This design comes from an exercise in tuning for small area on the open sky130 flow, not from production work. Only simulation tests tie the RTL to the original design; equivalence was not proved. No driver is modelled on the clock port, so clock power and skew are understated where the tree is cut down; a real chip needs a root buffer or a tree. Power and IR drop assume default switching activity.

==> flow/design.v <==
module clockdiv #(
    parameter           I_CLK_FRQ = 100_000_000,
    parameter           FREQUENCY = 1  
) (
    input wire          i_rst,
    input wire          i_clk,
    output reg          o_clk
);
    localparam integer  divider = I_CLK_FRQ / FREQUENCY;
    localparam integer  width   = $clog2(divider);
    reg [width-1:0]     counter;
    always @( posedge i_clk ) begin
        if ( i_rst ) begin
            counter <= 0;
            o_clk <= 0;
        end else if ( counter == divider - 1 ) begin
            counter <= 0;
            o_clk <= 1;
        end else begin
            counter <= counter + 1;
            o_clk <= 0;
        end
    end
endmodule
module seven_seg_disp #(
    parameter           I_CLK_FRQ = 24_000,
    parameter           REFRESH = 60,
    parameter           DIGITS = 4
) (
    input               i_clk,
    input               i_rst,
    input signed [10:0] i_data,
    input               i_en,
    output wire [3:0]   o_anodes,
    output wire [6:0]   o_segment
);
    reg  [6:0]  cnt;
    wire        fire = cnt[6] & cnt[5] & cnt[2];
    always @(posedge i_clk)
        if (i_rst)      cnt <= 7'd0;
        else if (fire)  cnt <= 7'd1;
        else            cnt <= cnt + 7'd1;
    reg  [1:0]  pos;
    always @(posedge i_clk)
        if (i_rst)      pos <= 2'd3;
        else if (fire)  pos <= pos + 2'd1;
    assign o_anodes = ~(4'b0001 << pos);
    reg         s;
    reg  [12:0] P;
    reg         cv;      
    reg         z;       
    wire        ld   = i_rst | (fire & i_en);
    wire        win  = (cnt[6:4] == 3'd0) & (cnt[3] | (cnt[2] & cnt[1]));   
    wire        run  = cv & win;
    wire        e0   = run & cnt[3];                  
    wire        e1   = run & cnt[3] & cnt[2];         
    wire        e2   = run & (cnt[3:0] == 4'hf);      
    function [3:0] corr(input [3:0] d, input e);
        reg c;
        begin
            c = e & (d[3] | (d[2] & (d[1] | d[0])));
            corr[0] = d[0] ^ c;
            corr[1] = c ? ((d[1] & d[0]) | (d[3] & ~d[0])) : d[1];
            corr[2] = c ? (d[3] & d[0]) : d[2];
            corr[3] = d[3] | c;
        end
    endfunction
    wire [12:0] C = {P[12], corr(P[11:8], e2), corr(P[7:4], e1), corr(P[3:0], e0)};
    wire        fb = (P[12] ^ s) & z;
    always @(posedge i_clk) begin
        if (ld) begin
            P  <= {i_data[9:0], 3'b000};
            s  <= i_data[10] & ~i_rst;
            z  <= ~i_rst;
            cv <= 1'b1;
        end else begin
            if (fire) cv <= 1'b0;
            if (run)  P  <= {C[11:0], fb};
        end
    end
    wire [3:0]  d0 = P[3:0], d1 = P[7:4], d2 = P[11:8];
    wire        n0 = d0[3] & d0[0];
    wire        n1 = d1[3] & d1[0];
    reg  [3:0]  dsel;
    reg         cin;
    always @* begin
        case (pos)
            2'd3: begin dsel = d0; cin = s; end
            2'd0: begin dsel = d1; cin = s & n0; end
            2'd1: begin dsel = d2; cin = s & n0 & n1; end
            default: begin dsel = s ? 4'hf : {3'b000, P[12]}; cin = 1'b0; end
        endcase
    end
    wire [3:0]  dinc;
    assign dinc[0] = dsel[0] ^ cin;
    assign dinc[1] = dsel[1] ^ (cin & dsel[0] & ~dsel[3]);
    assign dinc[2] = dsel[2] ^ (cin & dsel[0] & dsel[1]);
    assign dinc[3] = cin ? ((dsel[3] & ~dsel[0]) | (dsel[2] & dsel[1] & dsel[0])) : dsel[3];
    reg  [3:0]  dig;
    always @(posedge i_clk)
        if (fire) dig <= dinc;
    reg  [6:0]  seg;
    always @* begin
        case (dig)
            4'd1:       seg = 7'b1111001;
            4'd2:       seg = 7'b0100100;
            4'd3:       seg = 7'b0110000;
            4'd4:       seg = 7'b0011001;
            4'd5:       seg = 7'b0010010;
            4'd6:       seg = 7'b0000010;
            4'd7:       seg = 7'b1111000;
            4'd8:       seg = 7'b0000000;
            4'd9:       seg = 7'b0011000;
            4'd0:       seg = 7'b1000000;
            default:    seg = 7'b0111111;
        endcase
    end
    assign o_segment = seg;
endmodule
==> flow/config.mk <==
export PLATFORM = sky130hd
export DESIGN_NAME = seven_seg_disp
export DESIGN_NICKNAME = seven_seg_disp
export VERILOG_FILES = /design/flow/design.v
export SDC_FILE = /design/flow/constraint.sdc
export NUM_CORES = 4
export LEC_CHECK = 0
export CAP_MARGIN = 20
export CORE_MARGIN = 2
export CORE_UTILIZATION = 40
export SLEW_MARGIN = 20
==> flow/constraint.sdc <==
create_clock -name core_clock -period 10.0 [get_ports {i_clk}]
set_input_delay 2.0000 -clock core_clock [delete_from_list [all_inputs] [get_ports {i_clk}]]
set_output_delay 2.0000 -clock core_clock [all_outputs]
set_load 0.01 [all_outputs]
standard.sh (not shown) runs the stock make flow with config.mk's settings and CLKGATE_MAP_FILE= SYNTH_SCRIPT=/design/flow/synth_recipe.tcl, a recipe that flattens the netlist after the stock synthesis.
==> flow/flow/run.sh <==
#!/bin/bash
# Layout: the standard flow (standard.sh) with three changes:
#  - after synthesis every cell is swapped for the smallest of its family (downsize.tcl),
#  - port buffers are sky130_fd_sc_hd__buf_1 cells,
#  - the clock tree is a few clock buffers driven by the clock port (cts_pre.tcl),
#    in place of TritonCTS's H-tree.
# make's output goes to flow_make.log here; ORFS's per-step logs are under orfs/logs.
set -euo pipefail
W=$PWD
bash standard.sh \
  "PRE_FLOORPLAN_TCL=$W/flow/downsize.tcl" \
  "BUFFER_PORTS_ARGS=-buffer_cell sky130_fd_sc_hd__buf_1" \
  "PRE_CTS_TCL=$W/flow/cts_pre.tcl" \
  finish > "$W/flow_make.log" 2>&1
==> flow/flow/downsize.tcl <==
# Sourced by ORFS's floorplan.tcl (PRE_FLOORPLAN_TCL) right after the synthesized netlist is
# loaded. Swaps every cell for the smallest cell of the same family (same name up to the
# drive-strength suffix, so the same function and pins): synthesis sized cells for speed, and
# the clock period leaves ample slack. Registers keep their cell type; only drive strength can
# change. Later repair_design fixes any slew or capacitance violation this leaves.
proc downsize_all {} {
  set db [ord::get_db]
  set block [ord::get_db_block]
  set sizes {}
  foreach lib [$db getLibs] {
    foreach m [$lib getMasters] {
      set mn [$m getName]
      if {![regexp {^(sky130_fd_sc_hd__.+)_([0-9]+)$} $mn -> base drv]} continue
      if {[string match "*lpflow*" $mn] || [string match "*probe*" $mn]} continue
      dict lappend sizes $base $m
    }
  }
  set n 0
  foreach inst [$block getInsts] {
    set m [$inst getMaster]
    set mn [$m getName]
    if {![regexp {^(sky130_fd_sc_hd__.+)_([0-9]+)$} $mn -> base drv]} continue
    if {[string match "*tapvpwrvgnd*" $mn] || [string match "*clkbuf*" $mn]} continue
    if {![dict exists $sizes $base]} continue
    set best $m
    set besta [expr {[$m getWidth] * [$m getHeight]}]
    foreach c [dict get $sizes $base] {
      set a [expr {[$c getWidth] * [$c getHeight]}]
      if {$a < $besta} {
        set best $c
        set besta $a
      }
    }
    if {$best ne $m} {
      puts "downsize: [$inst getName] $mn -> [$best getName]"
      $inst swapMaster $best
      incr n
    }
  }
  puts "downsize: replaced $n cells"
}
downsize_all
Other scripts of this flow, unchanged in this note and not shown: flow/flow/cts_pre.tcl
Next try:
--- a/flow/flow/run.sh
+++ b/flow/flow/run.sh
@@ -1,4 +1,3 @@
 #!/bin/bash
-# Layout: the standard flow (standard.sh) with three changes:
-#  - after synthesis every cell is swapped for the smallest of its family (downsize.tcl),
+# Layout: the standard flow (standard.sh) with two changes:
 #  - port buffers are sky130_fd_sc_hd__buf_1 cells,
@@ -10,3 +9,2 @@
 bash standard.sh \
-  "PRE_FLOORPLAN_TCL=$W/flow/downsize.tcl" \
   "BUFFER_PORTS_ARGS=-buffer_cell sky130_fd_sc_hd__buf_1" \
removed: flow/flow/downsize.tcl
Outcome:
- via count climbs by 0.75%
- clock power climbs by about 0.6%
- setup slack improves by 0.0090 ns
- die area climbs by 1.8%
- design area climbs by 2.5%
- wire length drops by 1.5%
- synthesized cell count is unchanged
- total power climbs by 0.36%
- global-route usage hardly moves
- clock skew is about the same
In every run of this note, the design's own scripts or RTL, not TritonCTS, make the clock network.

==> separate check: timing with driven ports <==
Ports are ideal in the flow. The routed layouts listed here were re-timed in OpenROAD.
Step 1: set_driving_cell puts a clkbuf_16 on i_clk and a buf_2 on each other input, an assumption about the parent block.
Step 2 moves the port delays by t, midway between the first and last clock arrival at a register: inputs arrive t later, outputs are due t later. That takes back most of the time a late clock gives input paths.
Three values: no drivers, after step 1, after step 2; two values: the first two.
run | t, ns | setup slack, ns | hold slack, ns
the first run | 0.184 | 6.652 / 6.675 / 6.491 | 0.447 / 0.447 / 0.447
the second run | 0.185 | 6.661 / 6.684 / 6.499 | 0.445 / 0.445 / 0.445
After both steps setup and hold are still met in every run listed. For the second run, which loses most, drivers alone change the setup slack by +0.023 ns; drivers and shift together by -0.162 ns.
